Source: an optimization exercise on an open RTL-to-GDS flow (aim: small area and a short achievable clock period). Production flows keep margins and buffers that such runs may drop.
Function was checked by simulation only, so behaviour that the tests miss may differ from the original.
Power is estimated from default activity; no workload was simulated.

File: flow/config.mk
export PLATFORM = sky130hd
export DESIGN_NAME = mac
export DESIGN_NICKNAME = mac
export VERILOG_FILES = /design/flow/design.v
export SDC_FILE = /design/flow/constraint.sdc
export NUM_CORES = 4
export LEC_CHECK = 0
export ABC_AREA = 1
export CAP_MARGIN = 20
export CORE_MARGIN = 2
export CORE_UTILIZATION = 40
export SLEW_MARGIN = 20
File: flow/constraint.sdc
create_clock -name core_clock -period 12.0 [get_ports {clk}]
set_input_delay 2.4000 -clock core_clock [delete_from_list [all_inputs] [get_ports {clk}]]
set_output_delay 2.4000 -clock core_clock [all_outputs]
set_load 0.01 [all_outputs]
File: flow/design.v
module p #(parameter DATA_WIDTH = 16, OUT_WIDTH = 32)
(
    input [DATA_WIDTH-1:0] a,
    input [DATA_WIDTH-1:0] b,
    input [OUT_WIDTH-1:0] acc,
    output [OUT_WIDTH-1:0] sum,
    output reg done,
    input clk,
    input rst
);
    localparam K = DATA_WIDTH;
    reg [K-1:0] areg;    
    reg [K-1:0] hi;      
    reg [K-1:0] lo;      
    reg one, two, neg;   
    reg [2:0] cnt;
    wire [OUT_WIDTH-1:0] c = {hi, lo};
    wire last = done | (cnt == 3'd7);
    wire one_n = rst ? b[0] : ~last & (lo[1] ^ lo[2]);
    wire two_n = rst ? b[1] & ~b[0] :
                 ~last & ((lo[3] & ~lo[2] & ~lo[1]) | (~lo[3] & lo[2] & lo[1]));
    wire neg_n = rst ? b[1] : ~last & lo[3];
    wire [K+1:0] m = one ? {areg[K-1], areg[K-1], areg} :
                     two ? {areg[K-1], areg, 1'b0} : {(K+2){1'b0}};
    wire [K+1:0] ylo = (m | (c[K+1:0] & {(K+2){done}})) ^ {(K+2){neg}};
    wire [K+1:0] xlo = done ? acc[K+1:0] : {{2{hi[K-1]}}, hi};
    wire [OUT_WIDTH-1:0] x = {acc[OUT_WIDTH-1:K+2], xlo};
    wire [OUT_WIDTH-1:0] y = {c[OUT_WIDTH-1:K+2], ylo};
    pfx_add #(.W(OUT_WIDTH)) adder (.x(x), .y(y), .ci(neg), .s(sum));
    always @(posedge clk) begin
        areg <= a;
        one <= one_n;
        two <= two_n;
        neg <= neg_n;
        if (rst) begin
            hi <= 0;
            lo <= b;
            cnt <= 3'd0;
            done <= 1'b0;
        end else if (!done) begin
            hi <= sum[K+1:2];
            lo <= {sum[1:0], lo[K-1:2]};
            cnt <= cnt + 3'd1;
            done <= (cnt == 3'd7);
        end
    end
endmodule
`timescale 1ns / 1ps
module mac #(
    parameter DATA_WIDTH = 16,
              OUT_WIDTH = 32
)(
    input clk,
    input rst,
    input clr,
    input [DATA_WIDTH - 1: 0] a,
    input [DATA_WIDTH - 1: 0] b,
    output reg [OUT_WIDTH-1: 0] out
);
    wire ready;
    wire [OUT_WIDTH-1:0] sum;
    p #(.DATA_WIDTH(DATA_WIDTH), .OUT_WIDTH(OUT_WIDTH)) product (
        .a(a), .b(b), .acc(out), .sum(sum), .done(ready), .clk(clk), .rst(rst)
    );
    always @(posedge clk) begin
        if (clr)
            out <= 0;
        else if (ready && !rst)
            out <= sum;
    end
endmodule
module pfx_add #(parameter W = 32, KIND = 1) (
    input [W-1:0] x,
    input [W-1:0] y,
    input ci,
    output [W-1:0] s
);
    localparam L = (W <= 2) ? 1 : (W <= 4) ? 2 : (W <= 8) ? 3 : (W <= 16) ? 4 : (W <= 32) ? 5 : 6;
    wire [W-1:0] p0 = x ^ y;
    wire [W-1:0] g0 = {x[W-1:1] & y[W-1:1], (x[0] & y[0]) | (p0[0] & ci)};
    reg [W-1:0] g, pg;
    integer l, i, j;
    always @* begin
        g = g0;
        pg = p0;
        if (KIND == 0) begin
            for (l = 0; l < L; l = l + 1)
                for (i = 0; i < W; i = i + 1)
                    if ((i >> l) & 1) begin
                        j = ((i >> l) << l) - 1;
                        g[i] = g[i] | (pg[i] & g[j]);
                        pg[i] = pg[i] & pg[j];
                    end
        end else begin
            for (l = 0; l < L; l = l + 1)
                for (i = 0; i < W; i = i + 1)
                    if (((i + 1) % (2 << l)) == 0) begin
                        g[i] = g[i] | (pg[i] & g[i - (1 << l)]);
                        pg[i] = pg[i] & pg[i - (1 << l)];
                    end
            for (l = L - 2; l >= 0; l = l - 1)
                for (i = 0; i < W; i = i + 1)
                    if (((i + 1) % (2 << l)) == (1 << l) && i >= (2 << l)) begin
                        g[i] = g[i] | (pg[i] & g[i - (1 << l)]);
                        pg[i] = pg[i] & pg[i - (1 << l)];
                    end
        end
    end
    assign s = p0 ^ {g[W-2:0], ci};
endmodule
File: flow/flow/run.sh
#!/bin/bash
# Standard ORFS layout (the standard.sh), with port buffers of a plain buffer
# cell and setup repair aiming further below the clock period. Make's full output
# goes to flow_make.log; ORFS keeps each tool's log under orfs/logs.
set -euo pipefail
bash standard.sh \
  "BUFFER_PORTS_ARGS=-buffer_cell sky130_fd_sc_hd__buf_1" \
  SETUP_SLACK_MARGIN=8.6 "CTS_ARGS=-sink_clustering_enable -repair_clock_nets -dont_use_dummy_load -sink_clustering_size 40 -buf_list {sky130_fd_sc_hd__clkbuf_4 sky130_fd_sc_hd__clkbuf_8}" \
  finish > flow_make.log 2>&1
File: flow/standard.sh
#!/bin/bash
# synth_recipe.tcl (not shown) runs the flow's synth.tcl, then flattens the netlist and writes it again
# the make line also repeats each setting of config.mk as NAME=value (left out here)
make -C /OpenROAD-flow-scripts/flow DESIGN_CONFIG=/design/flow/config.mk WORK_HOME=/design/flow/orfs CLKGATE_MAP_FILE= SYNTH_SCRIPT=/design/flow/synth_recipe.tcl "${@:-finish}"
==> impl_metrics.ini, run 1 <==
[drt]
drc = 0
vias = 3963
vias_per_cell = 5.15
routedWlPerCell_um = 14.4
firstDrtPassIters = 16
wirelength_um = 11100
ant_nets = 0
dr.first_iter.drc_count = 190

[sta]
period_minus_slack_ns = 3.32
period_share = 0.277
max_freq_mhz = 301
fin_setup_tns_ns = 0
hold_viol_final = 0
setup_viol = 0
slew_viol_final = 0
tightestPinTransition_ns = 0.505
slew_headroom = 0.663
skew_ns = 0.0278
rsz0062_at_grt = yes

[outcome]
run_status = timing/DRC/antenna clean

[clocking]
clockBufferDepth = 2
cts_hold_buffers = 0
cts_num_sinks = 87
cts_made_buffers = 9
clkTransAtPathRegs_ns = 0.07
cts-root-buf = clkbuf_8
cts_tree = done
htreeDepth = 3
clk_latency_ns = 0.36

[placed_design]
port_buffers = 66
hpwl_um = 8070
gp_congestion = 0.833

[worst_setup_path]
cp_top_family = flip-flops
start_kind = flop
slowest_delay_ns = 0.40
critical_path_class = flop to output port
cp.required_ns = 9.60
cp_data_arrival_time_ns = 0.92
path_cells = buf_1
cp_num_buf_inv = 1
reg2reg_slack_ns = 8.73
worst-path-max-fanout = 4
cp_slowest_cell = dfxtp_1
end_kind = output port

[die]
ios = 67
start_util = 0.412
coreArea_sq_um = 11500
die_w_um = 113
die_h_um = 113
dieArea_sq_um = 12800
placementRows = 39

[grt]
antenna_found_initial = 0
grt_pass1_wl_um = 18000
grtUsageTotal = 0.177
grt_pass1_vias = 3782
grt_max_degree = 58
overflow = 0

[synth]
dominantRegCellSynth = dfxtp_1
synthTopCellsByArea = dfxtp_1, edfxtp_1, ha_1
synth.distinct_cells = 34
syn_area_sq_um = 4750
synthCells = 556
synth_area_leader_cell = dfxtp_1
ys_seq_area_frac = 0.401
syn-num-nets = 637
synthArstFlopShare = 0
ys_ff_latch = 87
synth_top_area_share = 0.299
synth_edf_count = 16
avgSynthCellArea_sq_um = 8.54
yosys_warnings = 3

[layout]
drive_above_1_share = 0.136
layout_commonest_cell = nand2_1
area_delta_synth_final_pct = 17.1
finalNetCount = 710
nFillCells = 1134
antenna_cells = 0
finalCoreUtilization = 0.483
layout_common_cells = nand2_1, buf_1, dfxtp_1

[flow_run]
cap_violations = 0

[min_path]
hold_path.class = flop to flop

[power_and_ir_drop]
p_leak_uw = 0.00246
ir_drop_v = 0.0000990
power.density_nw_per_um2 = 160
-- worst paths after layout --
| kind | to | from | cells after the start |
|---|---|---|---|
| max | out[26] | out[26]$_SDFFE_PP0P_ | 1 |
| min | out[31]$_SDFFE_PP0P_ | out[31]$_SDFFE_PP0P_ | 2 |
| max reg2reg | out[31]$_SDFFE_PP0P_ | product.one$_DFF_P_ | 23 |
| min reg2reg | out[31]$_SDFFE_PP0P_ | out[31]$_SDFFE_PP0P_ | 2 |
-- stage by stage --
step / std cells / total power, uW / area (sq um) / hold WS [ns] / setup slack (ns)
final: 770 / 891 / 5560 / 0.487 / 8.68
after global routing: 770 / 968 / 5560 / 0.517 / 8.52
after CTS: 756 / 872 / 5260 / 0.487 / 8.56
after detailed placement: 744 / 711 / 5080 / 0.477 / 8.01
after global placement: 744 / 700 / 5080 / 0.461 / 8.03
after floorplan: 556 / 625 / 4750 / 0.446 / 8.82
-- repair_timing --
item / CTS / global route
setup buffers: 3 / 13
gates cloned: 0 / 1
resized for setup: 11 / 44
setup endpoints to repair: 42 / 32
endpoints found under the hold margin: 0 / 0
pin swaps: 0 / 11
-- worst register-to-register path: stages (launching register included) --
cell	delay, ns
dfxtp_4	0.42
clkinv_8	0.09
buf_6	0.14
o22ai_2	0.18
a21oi_1	0.07
xor2_1	0.15
ha_1	0.36
nand2_1	0.09
inv_1	0.05
nand2_1	0.09
nand2_2	0.07
a21oi_2	0.15
nand2_2	0.10
nand2_2	0.10
nand2_4	0.06
nand2_2	0.06
nand2_2	0.06
nand2_2	0.07
nand2_2	0.05
fa_2	0.36
a21oi_2	0.15
o21ai_2	0.07
o21ai_1	0.14
a21oi_1	0.06
-- state kept, by name, summed over array words and instances (netlist names), 3 cells and up --
| register | cells |
|---|---|
| product.hi | 16 |
| product.lo | 16 |
| product.cnt | 3 |
| product.areg | 16 |
| out | 32 |
-- synth_stat cells, drive strengths merged, types with 11 or more instances --
| library cell | count |
|---|---|
| a21oi | 41 |
| buf | 14 |
| dfxtp | 71 |
| edfxtp | 16 |
| fa | 16 |
| ha | 30 |
| inv | 68 |
| nand2 | 107 |
| nand3 | 12 |
| nor2 | 32 |
| o21ai | 62 |
| o22ai | 21 |
| xnor2 | 11 |
| xor2 | 23 |
-- where the power goes --
part	internal (uW)	leakage, uW	switching, uW	total (uW)
logic	153	0.00164	215	368
registers	335	0.000762	30.5	365
clock network	67.2	0.0000647	90.2	157
total	555	0.00246	336	891
-- cell families (layout without fill, tap and decap cells) --
family | count (synthesis) | in the layout | synth area share
AO/OA/AOI/OAI | 142 | 142 | 0.174
buffers and inverters | 92 | 163 | 0.0778
adder cells (fa/ha/maj) | 46 | 46 | 0.147
XOR/XNOR | 34 | 34 | 0.0627
AND/OR/NAND/NOR | 155 | 155 | 0.138
flip-flops | 87 | 87 | 0.401
-- layer usage --
layer,track usage,wire length [um],vias up,part of all wire
met5,0,0,-,0
met4,0.0358,76,0,0.0068
met3,0.0466,651,6,0.059
met2,0.292,5260,121,0.47
met1,0.238,5120,1838,0.46
li1,-,-,1998,-
-- cell type report --
| cell class | instances | area, sq um | area share |
|---|---|---|---|
| Tap cell | 143 | 179 | 0.0322 |
| Clock buffer | 9 | 124 | 0.0223 |
| Timing Repair Buffer | 86 | 433 | 0.0779 |
| Sequential cell | 87 | 1910 | 0.344 |
| Inverter | 68 | 283 | 0.0509 |
| Multi-Input combinational cell | 377 | 2630 | 0.473 |
==> run 2: changes to the inputs <==
==> flow/flow/run.sh (replaced) <==
#!/bin/bash
# Standard ORFS layout (the standard.sh), with port buffers of a plain buffer
# cell and setup repair aiming further below the clock period. Make's full output
# goes to flow_make.log; ORFS keeps each tool's log under orfs/logs.
set -euo pipefail
bash standard.sh \
  "BUFFER_PORTS_ARGS=-buffer_cell sky130_fd_sc_hd__buf_1" \
  SETUP_SLACK_MARGIN=8.65 "CTS_ARGS=-sink_clustering_enable -repair_clock_nets -dont_use_dummy_load -sink_clustering_size 40 -buf_list {sky130_fd_sc_hd__clkbuf_4 sky130_fd_sc_hd__clkbuf_8}" \
  finish > flow_make.log 2>&1
==> run 2 against run 1 <==
  * Combinational power rose by 2%
  * Highest routed layer unchanged
  * First-iteration DRC count up 18%
  * Register-to-register slack better by 0.04 ns
  * Total power grew 0.76%
  * Critical endpoint is now out[1]
  * Critical path type unchanged
  * Still clean
  * Largest cell class unchanged
==> impl_metrics.ini, run 2 <==
[clocking]
clkTransAtPathRegs_ns = 0.07
cts_tree = done
clockBufferDepth = 2
htreeDepth = 3
cts_hold_buffers = 0
cts-root-buf = clkbuf_8
cts_made_buffers = 9
cts_num_sinks = 87
clk_latency_ns = 0.37

[die]
die_w_um = 113
coreArea_sq_um = 11500
start_util = 0.412
die_h_um = 113
dieArea_sq_um = 12800
placementRows = 39
ios = 67

[synth]
synth_simple_gate_area_share = 0.138
synth_area_leader_cell = dfxtp_1
synth_xor_area_frac = 0.0627
dominantRegCellSynth = dfxtp_1
synthArstFlopShare = 0
synth_top_family_by_area = compound AO/OA/AOI/OAI gates
ys_ff_latch = 87
ys_seq_area_frac = 0.401
avgSynthCellArea_sq_um = 8.54
syn_area_sq_um = 4750
synth_edf_count = 16
synthTopCellsByArea = dfxtp_1, edfxtp_1, ha_1
synth_top_area_share = 0.299
yosysMostFrequentCell = nand2_1
synthTopCellsByCount = nand2_1, dfxtp_1, inv_1
yosys_warnings = 3
syn-num-nets = 637
synth.distinct_cells = 34
muxShareOfSynthArea = 0
synthCells = 556
synth_compound_gate_area_share = 0.174
synth_fa_ha_area_frac = 0.147

[drt]
firstDrtPassIters = 15
dr_wl_met2_um = 5280
routedWlPerCell_um = 14.5
vias_per_cell = 5.10
routed.top_layer = met4
vias = 3945
drc = 0
ant_nets = 0
drt-met1-wl_um = 5280
wirelength_um = 11200
wl_met3_um = 496
dr.first_iter.drc_count = 224

[layout]
area_delta_synth_final_pct = 19.4
layout_common_cells = nand2_1, inv_1, buf_1
layout_commonest_cell = nand2_1
largest_reg_flops = 32
finalNetCount = 713
antenna_cells = 0
nFillCells = 1114
largest_register = out
drive_above_1_share = 0.176

[power_and_ir_drop]
combPwrFrac = 0.419
power.internal_uw = 561
p_clk_frac = 0.174
ir_drop_v = 0.0000975
power.share.sequential = 0.407
switchingPower_uw = 337
sw_frac_of_total = 0.376
p_leak_uw = 0.00251
p_total_uw = 898
power.density_nw_per_um2 = 158

[sta]
period_minus_slack_ns = 3.30
hold_ws_ns = 0.481
hold_viol_final = 0
postLayoutSetupSlackWorst_ns = 8.70
rsz0062_at_grt = yes
slew_headroom = 0.668
tightestPinTransition_ns = 0.498
period_share = 0.275
fin_setup_tns_ns = 0
max_freq_mhz = 303
skew_ns = 0.0263
slew_viol_final = 0
setup_viol = 0

[worst_setup_path]
cp_top_family = flip-flops
cp_num_buf_inv = 1
worst-path-max-fanout = 3
path_cells = clkbuf_2
start_kind = flop
reg2reg_slack_ns = 8.77
end_kind = output port
slowest_delay_ns = 0.39
r2r_cells = 24
worstReg2RegStart = product.one$_DFF_P_
cp.required_ns = 9.60
critical_path_class = flop to output port
cp_data_arrival_time_ns = 0.90
regToRegEndpoint = out[31]$_SDFFE_PP0P_
cp_slowest_cell = dfxtp_1

[placed_design]
pre_cts_slack_ns = 8.01
hpwl_um = 8070
port_buffers = 66
gp_congestion = 0.833

[min_path]
hold-path-cell-count = 2
worstHoldStart = out[31]$_SDFFE_PP0P_
hold_path.class = flop to flop
hold_end = out[31]$_SDFFE_PP0P_

[flow_run]
cap_violations = 0

[grt]
grtUsageTotal = 0.177
grt_max_degree = 58
overflow = 0
antenna_found_initial = 0
grt_pass1_wl_um = 18000
grt_pass1_vias = 3782

[outcome]
run_status = timing/DRC/antenna clean
-- run 2: cell count changes in the layout (fill, tap and decap cells not counted), sizes merged --
| cell | previous run | this run |
|---|---|---|
| clkbuf | 11 | 15 |
| buf | 84 | 83 |
-- run 2: final cells by class --
| cell class | instances | area (sq um) | area share |
|---|---|---|---|
| multi-input cells | 377 | 2690 | 0.474 |
| clock buffers | 9 | 124 | 0.0219 |
| inverters | 68 | 285 | 0.0503 |
| repair buffers | 89 | 468 | 0.0826 |
| flip-flops and latches | 87 | 1930 | 0.340 |
| well taps | 143 | 179 | 0.0316 |
-- run 2: timing repair --
action | 4_1_cts | 5_1_grt
endpoints found under the setup margin | 54 | 49
pin swaps | 0 | 21
gates cloned | 0 | 1
resized for setup | 12 | 72
setup buffers | 3 | 16
-- run 2: kinds of logic after synthesis --
| kind of cell | Yosys count |
|---|---|
| simple gates | 155 |
| compound gates | 142 |
| buf+inv | 92 |
| flops | 87 |
| fa+ha+maj | 46 |
| xor+xnor | 34 |
-- run 2: worst max-delay path by stage --
stage | start | endpoint | slack (ns) | cells past startpoint
CTS | product.one$_DFF_P_ | out[31]$_SDFFE_PP0P_ | 8.56 | 23
floorplan | rst | product.lo[0]$_DFFE_PN_ | 8.82 | 3
detailed placement | rst | out[31]$_SDFFE_PP0P_ | 8.01 | 8
finish | out[1]$_SDFFE_PP0P_ | out[1] | 8.70 | 1
global route | product.one$_DFF_P_ | out[31]$_SDFFE_PP0P_ | 8.52 | 24
global placement | rst | out[31]$_SDFFE_PP0P_ | 8.03 | 8
-- run 2: power by group through the flow --
stage	registers (uW)	clock network, uW	logic, uW
floorplan	358	0	267
global placement	368	0	332
detailed placement	369	0	342
CTS	363	162	347
global route	370	174	433
finish	365	156	376
-- run 2: per-layer routing --
| layer | global-route usage | vias to the layer above |
|---|---|---|
| met2 | 0.292 | 100 |
| li1 | - | 1994 |
| met5 | 0 | - |
| met1 | 0.238 | 1843 |
| met3 | 0.0466 | 8 |
| met4 | 0.0358 | 0 |
-- run 2: metrics by stage --
| stage | area, sq um | std cells | utilization |
|---|---|---|---|
| floorplan | 4750 | 556 | - |
| global placement | 5080 | 744 | 0.441 |
| detailed placement | 5080 | 744 | 0.441 |
| CTS | 5260 | 756 | 0.457 |
| global route | 5670 | 773 | 0.492 |
| finish | 5670 | 773 | 0.492 |
==> run 3: changes to the inputs <==
==> flow/flow/run.sh (replaced) <==
#!/bin/bash
# Standard ORFS layout (the standard.sh), with port buffers of a plain buffer
# cell and setup repair aiming further below the clock period. Make's full output
# goes to flow_make.log; ORFS keeps each tool's log under orfs/logs.
set -euo pipefail
bash standard.sh \
  "BUFFER_PORTS_ARGS=-buffer_cell sky130_fd_sc_hd__buf_1" \
  SETUP_SLACK_MARGIN=8.5 "CTS_ARGS=-sink_clustering_enable -repair_clock_nets -dont_use_dummy_load -sink_clustering_size 40 -buf_list {sky130_fd_sc_hd__clkbuf_4 sky130_fd_sc_hd__clkbuf_8}" \
  finish > flow_make.log 2>&1
==> run 3 against run 2 <==
  * Via count down 1.2%
  * Final cell count down 1.6%
  * Sequential power about the same
  * Clock skew down 0.00056 ns
  * Total power down 3.1%
  * Setup slack worse by 0.072 ns
  * Combinational power down 7.2%
==> impl_metrics.ini, run 3 <==
[worst_setup_path]
cp_slowest_cell = buf_4
cp.required_ns = 12.28
worstReg2RegStart = product.done$_SDFF_PP0_
cp_top_family = buffers and inverters
r2r_cells = 22
critical_path_class = input pin to flop
path_cells = buf_1 -> buf_4 -> nor2_4 -> buf_4 -> o21ai_0 -> a21oi_1
regToRegEndpoint = out[31]$_SDFFE_PP0P_
reg2reg_slack_ns = 8.68
start_kind = input pin
cp_num_buf_inv = 3
cp_data_arrival_time_ns = 3.65
slowest_delay_ns = 0.44
crit_top_cell = buf_4
end_kind = flop
worst-path-max-fanout = 57

[layout]
stdcell_area_sq_um = 5390
antenna_cells = 0
drive_above_1_share = 0.0955
finalCoreUtilization = 0.468
area_delta_synth_final_pct = 13.5
nFillCells = 1152
layout_commonest_cell = nand2_1
finalNetCount = 701
layout_common_cells = nand2_1, dfxtp_1, buf_1
largest_reg_flops = 32
largest_register = out

[sta]
slew_headroom = 0.422
setup_viol = 0
period_share = 0.281
skew_ns = 0.0257
rsz0062_at_grt = yes
hold_viol_final = 0
tightestPinTransition_ns = 0.866
slew_viol_final = 0
hold_ws_ns = 0.484
period_minus_slack_ns = 3.37
fin_setup_tns_ns = 0
max_freq_mhz = 297

[min_path]
worstHoldStart = out[31]$_SDFFE_PP0P_
hold-path-cell-count = 2
hold_end = out[31]$_SDFFE_PP0P_
hold_path.class = flop to flop

[synth]
synthCells = 556
synthTopCellsByCount = nand2_1, dfxtp_1, inv_1
synth_edf_count = 16
avgSynthCellArea_sq_um = 8.54
yosysMostFrequentCell = nand2_1
synth_area_leader_cell = dfxtp_1
syn_area_sq_um = 4750
synthArstFlopShare = 0
dominantRegCellSynth = dfxtp_1
yosys_warnings = 3
syn-num-nets = 637
synthTopCellsByArea = dfxtp_1, edfxtp_1, ha_1
synth_top_area_share = 0.299
ys_seq_area_frac = 0.401
synth.distinct_cells = 34
ys_ff_latch = 87

[placed_design]
dpl-instance-area_sq_um = 5080
hpwl_um = 8070
gp_congestion = 0.833
port_buffers = 66

[power_and_ir_drop]
power.density_nw_per_um2 = 161
ir_drop_v = 0.0000974
p_leak_uw = 0.00241
p_total_uw = 869

[clocking]
htreeDepth = 3
cts_tree = done
clockBufferDepth = 2
clkTransAtPathRegs_ns = 0.07
cts_made_buffers = 9
cts_hold_buffers = 0
clk_latency_ns = 0.36
cts_num_sinks = 87
cts-root-buf = clkbuf_8

[die]
die_h_um = 113
dieArea_sq_um = 12800
ios = 67
die_w_um = 113
placementRows = 39
start_util = 0.412
coreArea_sq_um = 11500

[grt]
grt_max_degree = 58
grt_pass1_vias = 3769
antenna_found_initial = 0
overflow = 0
grt_pass1_wl_um = 18000
grtUsageTotal = 0.177

[drt]
drc = 0
wirelength_um = 10800
vias = 3899
vias_per_cell = 5.12
ant_nets = 0
dr.first_iter.drc_count = 199
firstDrtPassIters = 16
routedWlPerCell_um = 14.2

[flow_run]
cap_violations = 0

[outcome]
run_status = timing/DRC/antenna clean
==> run 3: cell counts after synthesis <==
Identical to the previous run, type by type.
==> run 3: worst max path at each step <==
stage                                        from                      end  slack, ns  cells past startpoint
after floorplan                               rst  product.lo[0]$_DFFE_PN_       8.82                      3
after global placement                        rst     out[31]$_SDFFE_PP0P_       8.03                      8
after detailed placement                      rst     out[31]$_SDFFE_PP0P_       8.01                      8
after CTS                 product.done$_SDFF_PP0_     out[31]$_SDFFE_PP0P_       8.52                     22
after global routing          product.one$_DFF_P_     out[31]$_SDFFE_PP0P_       8.38                     23
final                                         rst     out[17]$_SDFFE_PP0P_       8.63                      6
==> run 3: power breakdown <==
group          internal (uW)  total (uW)  switching [uW]  leakage, uW
logic                    141         349             208      0.00158
registers                335         364            29.6     0.000761
clock network           67.2         156            89.2    0.0000647
total                    543         869             327      0.00241
==> run 3: stage by stage <==
stage	cells	worst slack, ns
after floorplan	556	8.82
after global placement	744	8.03
after detailed placement	744	8.01
after CTS	754	8.52
after global routing	761	8.38
final	761	8.63
==> run 3: cell families after synthesis <==
kind of cell / Yosys count / synth area share
buf+inv: 92 / 0.0778
xor+xnor: 34 / 0.0627
compound gates: 142 / 0.174
simple gates: 155 / 0.138
fa+ha+maj: 46 / 0.147
flops: 87 / 0.401
==> run 3: worst reg2reg max path, cell delays in order (launching register included) <==
cell      delay, ns
dfxtp_4        0.39
buf_12         0.15
inv_4          0.11
o221ai_2       0.22
xor2_1         0.24
ha_1           0.30
nand2_1        0.08
nand2_1        0.09
a21oi_4        0.13
nand2_2        0.07
nand2_1        0.07
nand2_2        0.10
nand2_2        0.09
nand2_4        0.06
nand2_2        0.06
nand2_2        0.06
nand2_2        0.07
nand2_2        0.05
fa_1           0.43
a21oi_2        0.15
o21ai_1        0.09
o21ai_1        0.13
a21oi_1        0.06
==> run 3: final cells by class <==
type                    count  area, sq um  share of cell area
clock buffers               9          124              0.0230
inverters                  68          269              0.0499
multi-input cells         377         2540               0.472
flip-flops and latches     87         1910               0.355
well taps                 143          179              0.0332
repair buffers             77          358              0.0664
==> run 3: metal layers <==
layer | wire (um) | up-vias | track usage
met5 | 0 | - | 0
met4 | 55 | 0 | 0.0358
met3 | 601 | 5 | 0.0466
met2 | 5060 | 129 | 0.291
met1 | 5110 | 1792 | 0.238
li1 | - | 1973 | -
==> run 3: what timing repair did <==
| action | in CTS | in global routing |
|---|---|---|
| setup buffers | 1 | 6 |
| endpoints found under the setup margin | 17 | 10 |
| gates resized for setup | 9 | 19 |
| hold endpoints to repair | 0 | 0 |
| pin swaps | 0 | 3 |
| cloned | 0 | 1 |
==> run 4: changes to the inputs <==
--- a/flow/design.v
+++ b/flow/design.v
@@ -19,10 +19,11 @@
     wire one_n = rst ? b[0] : ~last & (lo[1] ^ lo[2]);
     wire two_n = rst ? b[1] & ~b[0] :
                  ~last & ((lo[3] & ~lo[2] & ~lo[1]) | (~lo[3] & lo[2] & lo[1]));
-    wire neg_n = rst ? b[1] : ~last & lo[3];
-    wire [K+1:0] m = one ? {areg[K-1], areg[K-1], areg} :
-                     two ? {areg[K-1], areg, 1'b0} : {(K+2){1'b0}};
-    wire [K+1:0] ylo = (m | (c[K+1:0] & {(K+2){done}})) ^ {(K+2){neg}};
+    wire neg_n = rst ? b[1] : ~last & lo[3] & ~(lo[2] & lo[1]);
+    wire [K-1:0] an = areg ^ {K{neg}};
+    wire [K+1:0] m = one ? {an[K-1], an[K-1], an} :
+                     two ? {an[K-1], an, neg} : {(K+2){1'b0}};
+    wire [K+1:0] ylo = m | (c[K+1:0] & {(K+2){done}});
     wire [K+1:0] xlo = done ? acc[K+1:0] : {{2{hi[K-1]}}, hi};
     wire [OUT_WIDTH-1:0] x = {acc[OUT_WIDTH-1:K+2], xlo};
     wire [OUT_WIDTH-1:0] y = {c[OUT_WIDTH-1:K+2], ylo};
==> run 4 against run 3 <==
  * Flip-flop and latch count unchanged
  * Global-route usage increased by 0.73 points
  * Sequential share of layout area increased by 0.39 points
  * Worst hold slack improved by 0.0014 ns
  * First-iteration DRC count decreased by 4.0%
  * Still clean
  * Synthesized area decreased by 1.2%
  * Count of clock-buffer cells in the layout unchanged
  * Setup slack improved by 0.015 ns
  * Fmax increased by 0.44%
==> impl_metrics.ini, run 4 <==
[placed_design]
hpwl_um = 8180
port_buffers = 66
gp_congestion = 0.838
pre_cts_slack_ns = 8.03
dpl-instance-area_sq_um = 5030

[layout]
finalNetCount = 700
multiInputGateArea_sq_um = 2530
layout_commonest_cell = nand2_1
antenna_cells = 0
largest_reg_flops = 32
largest_register = out
area_delta_synth_final_pct = 13.6
layout_common_cells = nand2_1, dfxtp_1, buf_1
drive_above_1_share = 0.0894
nFillCells = 1152
stdcell_area_sq_um = 5330
seq_area_sq_um = 1910

[die]
dieArea_sq_um = 12600
placementRows = 39
start_util = 0.411
die_h_um = 112
coreArea_sq_um = 11400
die_w_um = 112
ios = 67

[clocking]
cts_made_buffers = 9
cts_num_sinks = 87
clk_latency_ns = 0.36
htreeDepth = 3
clockBufferDepth = 2
cts-root-buf = clkbuf_8
clkTransAtPathRegs_ns = 0.07
cts_tree = done
cts_hold_buffers = 0

[synth]
yosysMostFrequentCell = nand2_1
ys_seq_area_frac = 0.406
synth_top_area_share = 0.303
synth_edf_count = 16
synth.distinct_cells = 36
ys_ff_latch = 87
synthCells = 551
avgSynthCellArea_sq_um = 8.51
yosys_warnings = 3
synthArstFlopShare = 0
syn-num-nets = 634
syn_area_sq_um = 4690
dominantRegCellSynth = dfxtp_1
synth_area_leader_cell = dfxtp_1
synthTopCellsByCount = nand2_1, dfxtp_1, o21ai_0
synthTopCellsByArea = dfxtp_1, edfxtp_1, nand2_1

[power_and_ir_drop]
combPwrFrac = 0.340
sw_frac_of_total = 0.356
switchingPower_uw = 282
ir_drop_v = 0.0000870
p_leak_uw = 0.00236
power.share.sequential = 0.457
p_clk_frac = 0.203
p_total_uw = 793
power.density_nw_per_um2 = 149
power.internal_uw = 511

[sta]
hold_ws_ns = 0.485
setup_viol = 0
period_minus_slack_ns = 3.36
hold_viol_final = 0
rsz0062_at_grt = yes
fin_setup_tns_ns = 0
slew_headroom = 0.409
period_share = 0.280
tightestPinTransition_ns = 0.885
slew_viol_final = 0
skew_ns = 0.0142
max_freq_mhz = 298
postLayoutSetupSlackWorst_ns = 8.64

[worst_setup_path]
cp_slowest_cell = dfxtp_1
worst-path-max-fanout = 4
cp.required_ns = 9.60
end_kind = output port
slowest_delay_ns = 0.43
start_kind = flop
cp_data_arrival_time_ns = 0.96
path_cells = buf_1
cp_num_buf_inv = 1
critical_path_class = flop to output port
cp_top_family = flip-flops

[grt]
overflow = 0
grt_pass1_wl_um = 18600
grt_pass1_vias = 3914
grtUsageTotal = 0.185
grt_max_degree = 61
antenna_found_initial = 0

[drt]
wirelength_um = 11500
dr.first_iter.drc_count = 191
vias_per_cell = 5.13
firstDrtPassIters = 5
drc = 0
vias = 3886
ant_nets = 0
routedWlPerCell_um = 15.1

[min_path]
hold_path.class = flop to flop

[outcome]
run_status = timing/DRC/antenna clean

[flow_run]
cap_violations = 0
[run 4: cell count changes after synthesis, sizes merged, moves of 5 or more]
| cell | change |
|---|---|
| o21ai | -6 |
| nand2 | +25 |
| xor2 | -14 |
| o22ai | -9 |
| o211ai | +5 |
| xnor2 | +11 |
| a21oi | -6 |
| inv | -18 |
[run 4: logic make-up (layout without fill, tap and decap cells)]
family | after synthesis | after routing | synth area share
multiplexers | 1 | 1 | 0.00214
buffers and inverters | 75 | 139 | 0.0635
AO/OA/AOI/OAI | 126 | 126 | 0.154
flip-flops | 87 | 87 | 0.406
adder cells (fa/ha/maj) | 48 | 48 | 0.155
AND/OR/NAND/NOR | 183 | 183 | 0.161
XOR/XNOR | 31 | 31 | 0.0579
[run 4: worst register-to-register path, stage by stage, from the launching register on]
cell,delay (ns)
dfxtp_4,0.39
clkinvlp_4,0.15
nand2_8,0.12
nor2_1,0.05
a221oi_2,0.20
fa_2,0.24
inv_1,0.05
fa_2,0.35
nand3_1,0.09
nand3_1,0.09
nand2_1,0.08
nand2_2,0.06
nand2_1,0.07
nand2_2,0.10
nand2_2,0.10
nand2_4,0.06
nand2_2,0.06
nand2_2,0.06
nand2_2,0.07
nand2_2,0.05
fa_2,0.37
a21oi_2,0.11
o21ai_1,0.09
o21ai_0,0.15
a21oi_1,0.05
[run 4: stage by stage]
step / cells / utilization
CTS: 748 / 0.455
global route: 758 / 0.466
floorplan: 551 / -
finish: 758 / 0.466
detailed placement: 738 / 0.440
global placement: 738 / 0.440
[run 4: final cells by class]
type | instances | area share
clock buffers | 9 | 0.0233
inverters | 50 | 0.0364
multi-input cells | 389 | 0.475
flip-flops and latches | 87 | 0.359
well taps | 143 | 0.0336
repair buffers | 80 | 0.0726
[run 4: per-layer routing]
metal | wire length [um] | part of all wire | GRT usage
met2 | 5530 | 0.48 | 0.316
met4 | 208 | 0.018 | 0.0683
met3 | 588 | 0.051 | 0.0432
met1 | 5140 | 0.45 | 0.227
met5 | 0 | 0 | 0
[run 4: worst paths after layout]
check,slack [ns],endpoint,cells after the start,startpoint
max,8.64,out[26],1,out[26]$_SDFFE_PP0P_
max reg2reg,8.68,out[31]$_SDFFE_PP0P_,24,product.one$_DFF_P_
min,0.49,out[31]$_SDFFE_PP0P_,2,out[31]$_SDFFE_PP0P_
min reg2reg,0.49,out[31]$_SDFFE_PP0P_,2,out[31]$_SDFFE_PP0P_
[run 4: power by group through the flow]
stage / logic, uW / clock network, uW / registers, uW
global route: 307 / 177 / 367
global placement: 249 / 0 / 367
CTS: 261 / 166 / 363
detailed placement: 256 / 0 / 368
finish: 269 / 161 / 363
floorplan: 198 / 0 / 356
[run 4: repair_timing]
action	in CTS	in global routing
setup buffers	1	9
gates cloned	0	1
resized for setup	12	11
pin swaps	0	3
endpoints found under the setup margin	20	8
==> run 5: changes to the inputs <==
==> flow/flow/run.sh (replaced) <==
#!/bin/bash
# Standard ORFS layout (the standard.sh), with port buffers of a plain buffer
# cell and setup repair aiming further below the clock period. Make's full output
# goes to flow_make.log; ORFS keeps each tool's log under orfs/logs.
set -euo pipefail
bash standard.sh \
  "BUFFER_PORTS_ARGS=-buffer_cell sky130_fd_sc_hd__buf_1" \
  SETUP_SLACK_MARGIN=8.6 "CTS_ARGS=-sink_clustering_enable -repair_clock_nets -dont_use_dummy_load -sink_clustering_size 40 -buf_list {sky130_fd_sc_hd__clkbuf_4 sky130_fd_sc_hd__clkbuf_8}" \
  finish > flow_make.log 2>&1
==> run 5 against run 4 <==
  * Still clean
  * Worst hold slack improved by 0.00077 ns
  * Combinational power increased by 4%
  * Setup slack got worse by 0.0071 ns
  * Final cell count increased by 0.53%
  * Utilization increased by 1.2 points
  * Flip-flop and latch count unchanged
  * Register-to-register slack improved by 0.03 ns
  * Synthesized area unchanged
  * Sequential share of layout area decreased by 0.77 points
  * Design area increased by 2.5%
  * Count of clock-buffer cells in the layout unchanged
  * Largest cell class unchanged
==> impl_metrics.ini, run 5 <==
[die]
dieArea_sq_um = 12600
ios = 67
die_h_um = 112
placementRows = 39
start_util = 0.411
coreArea_sq_um = 11400
die_w_um = 112

[sta]
setup_viol = 0
postLayoutSetupSlackWorst_ns = 8.63
slew_viol_final = 0
max_freq_mhz = 297
slew_headroom = 0.413
period_minus_slack_ns = 3.37
skew_ns = 0.0232
rsz0062_at_grt = yes
tightestPinTransition_ns = 0.879
period_share = 0.280
hold_viol_final = 0
fin_setup_tns_ns = 0

[layout]
layout_commonest_cell = nand2_1
finalNetCount = 704
nFillCells = 1135
drive_above_1_share = 0.118
antenna_cells = 0
largest_register = out
stdcell_area_sq_um = 5460
layout_common_cells = nand2_1, buf_1, dfxtp_1
largest_reg_flops = 32
area_delta_synth_final_pct = 16.4

[grt]
grtUsageTotal = 0.189
overflow = 0
grt_max_degree = 61
grt_pass1_wl_um = 18800
antenna_found_initial = 0
grt_pass1_vias = 3857

[worst_setup_path]
path_cells = buf_1
cp_num_buf_inv = 1
cp.required_ns = 9.60
critical_path_class = flop to output port
worst-path-max-fanout = 3
worstReg2RegStart = product.done$_SDFF_PP0_
regToRegEndpoint = out[23]$_SDFFE_PP0P_
end_kind = output port
slowest_delay_ns = 0.42
start_kind = flop
cp_slowest_cell = dfxtp_1
r2r_cells = 19
reg2reg_slack_ns = 8.71
cp_top_family = flip-flops
cp_data_arrival_time_ns = 0.97

[drt]
dr.first_iter.drc_count = 300
routedWlPerCell_um = 15.3
vias_per_cell = 5.14
firstDrtPassIters = 4
wirelength_um = 11700
ant_nets = 0
drc = 0
vias = 3915

[synth]
ys_seq_area_frac = 0.406
syn-num-nets = 634
synth_area_leader_cell = dfxtp_1
ys_ff_latch = 87
synth_edf_count = 16
synthTopCellsByCount = nand2_1, dfxtp_1, o21ai_0
avgSynthCellArea_sq_um = 8.51
dominantRegCellSynth = dfxtp_1
yosysMostFrequentCell = nand2_1
synthArstFlopShare = 0
synth.distinct_cells = 36
synthTopCellsByArea = dfxtp_1, edfxtp_1, nand2_1
yosys_warnings = 3
synthCells = 551
synth_top_area_share = 0.303
syn_area_sq_um = 4690

[clocking]
cts_made_buffers = 9
clockBufferDepth = 2
cts-root-buf = clkbuf_8
cts_num_sinks = 87
clk_latency_ns = 0.37
clkTransAtPathRegs_ns = 0.09
cts_tree = done
htreeDepth = 3

[outcome]
run_status = timing/DRC/antenna clean

[min_path]
worstHoldStart = product.cnt[1]$_SDFFE_PP0N_
hold_path.class = flop to flop
hold-path-cell-count = 1
hold_end = product.cnt[1]$_SDFFE_PP0N_

[power_and_ir_drop]
p_leak_uw = 0.00242
power.density_nw_per_um2 = 148
ir_drop_v = 0.0000739

[placed_design]
gp_congestion = 0.828
port_buffers = 66
dpl-instance-area_sq_um = 5030
pre_cts_slack_ns = 8.03
hpwl_um = 8150

[flow_run]
cap_violations = 0
-- run 5: cell counts after synthesis --
No cell type changed its count.
-- run 5: how the worst max path moves through the flow --
stage,slack [ns],cells past startpoint,from,to
final,8.63,1,out[1]$_SDFFE_PP0P_,out[1]
after global routing,8.47,23,product.done$_SDFF_PP0_,out[31]$_SDFFE_PP0P_
after CTS,8.61,1,out[26]$_SDFFE_PP0P_,out[26]
after detailed placement,8.03,8,rst,out[31]$_SDFFE_PP0P_
after global placement,8.06,8,rst,out[31]$_SDFFE_PP0P_
after floorplan,8.63,5,rst,product.lo[0]$_DFFE_PN_
-- run 5: kinds of logic (layout without fill, tap and decap cells) --
logic type	Yosys count	after routing	share of synthesized area
and+or+nand+nor	183	183	0.161
AOI/OAI and AO/OA	126	126	0.154
DFF	87	87	0.406
buffers and inverters	75	143	0.0635
adders and majority gates	48	48	0.155
xor gates and xnor gates	31	31	0.0579
muxes	1	1	0.00214
-- run 5: layout make-up --
cell class / count / area (sq um) / area share
repair buffers: 84 / 432 / 0.0791
inverters: 50 / 196 / 0.0360
flip-flops and latches: 87 / 1920 / 0.351
well taps: 143 / 179 / 0.0328
multi-input cells: 389 / 2610 / 0.478
clock buffers: 9 / 124 / 0.0227
-- run 5: per-stage QoR --
| step | total power, uW | instances | util | hold slack (ns) |
|---|---|---|---|---|
| detailed placement | 626 | 738 | 0.441 | 0.470 |
| finish | 805 | 762 | 0.478 | 0.486 |
| CTS | 797 | 755 | 0.464 | 0.490 |
| global placement | 616 | 738 | 0.441 | 0.461 |
| floorplan | 555 | 551 | - | 0.446 |
| global route | 865 | 762 | 0.478 | 0.516 |
-- run 5: layer usage --
layer	track usage	up-vias	part of all wire
li1	-	1964	-
met1	0.243	1821	0.45
met2	0.312	115	0.48
met3	0.0427	15	0.052
met4	0.0707	0	0.015
met5	0	-	0
-- run 5: power by group --
group / switching [uW] / total [uW] / internal (uW)
combinational: 163 / 281 / 118
sequential: 31.7 / 365 / 333
clock: 92.4 / 160 / 67.2
total: 288 / 805 / 518
-- run 5: what timing repair did --
item,in CTS,in global routing
gates cloned,1,0
endpoints found under the setup margin,39,35
hold buffers,0,0
gates resized for setup,20,25
pin swaps,2,13
setup buffers,7,7

separate check: timing with driven ports:
Ports are ideal in the flow. The routed layouts listed here were re-timed in OpenROAD.
Step 1, drivers: a clkbuf_16 drives clk and a buf_2 each remaining input, both assumed.
Step 2 also shifts input and output timing later by t, the mid clock arrival at the registers, as if the neighbouring blocks saw the same clock.
a / b / c = ideal ports / drivers / drivers and shift; a / b = the first two.
| run | t, ns | slack for setup (ns) | slew at the worst register clock pin (ns) | cell pins on the clock port's net |
|---|---|---|---|---|
| run 1 | 0.383 | 8.680 / 8.648 / 8.337 | 0.09 / 0.09 | 1 |
| run 2 | 0.386 | 8.699 / 8.667 / 8.330 | 0.09 / 0.09 | 1 |
| run 3 | 0.380 | 8.627 / 8.637 / 8.258 | 0.09 / 0.09 | 1 |
| run 4 | 0.388 | 8.642 / 8.611 / 8.280 | 0.08 / 0.08 | 1 |
| run 5 | 0.389 | 8.635 / 8.601 / 8.304 | 0.09 / 0.09 | 1 |
After both steps setup and hold are still met in every run listed.
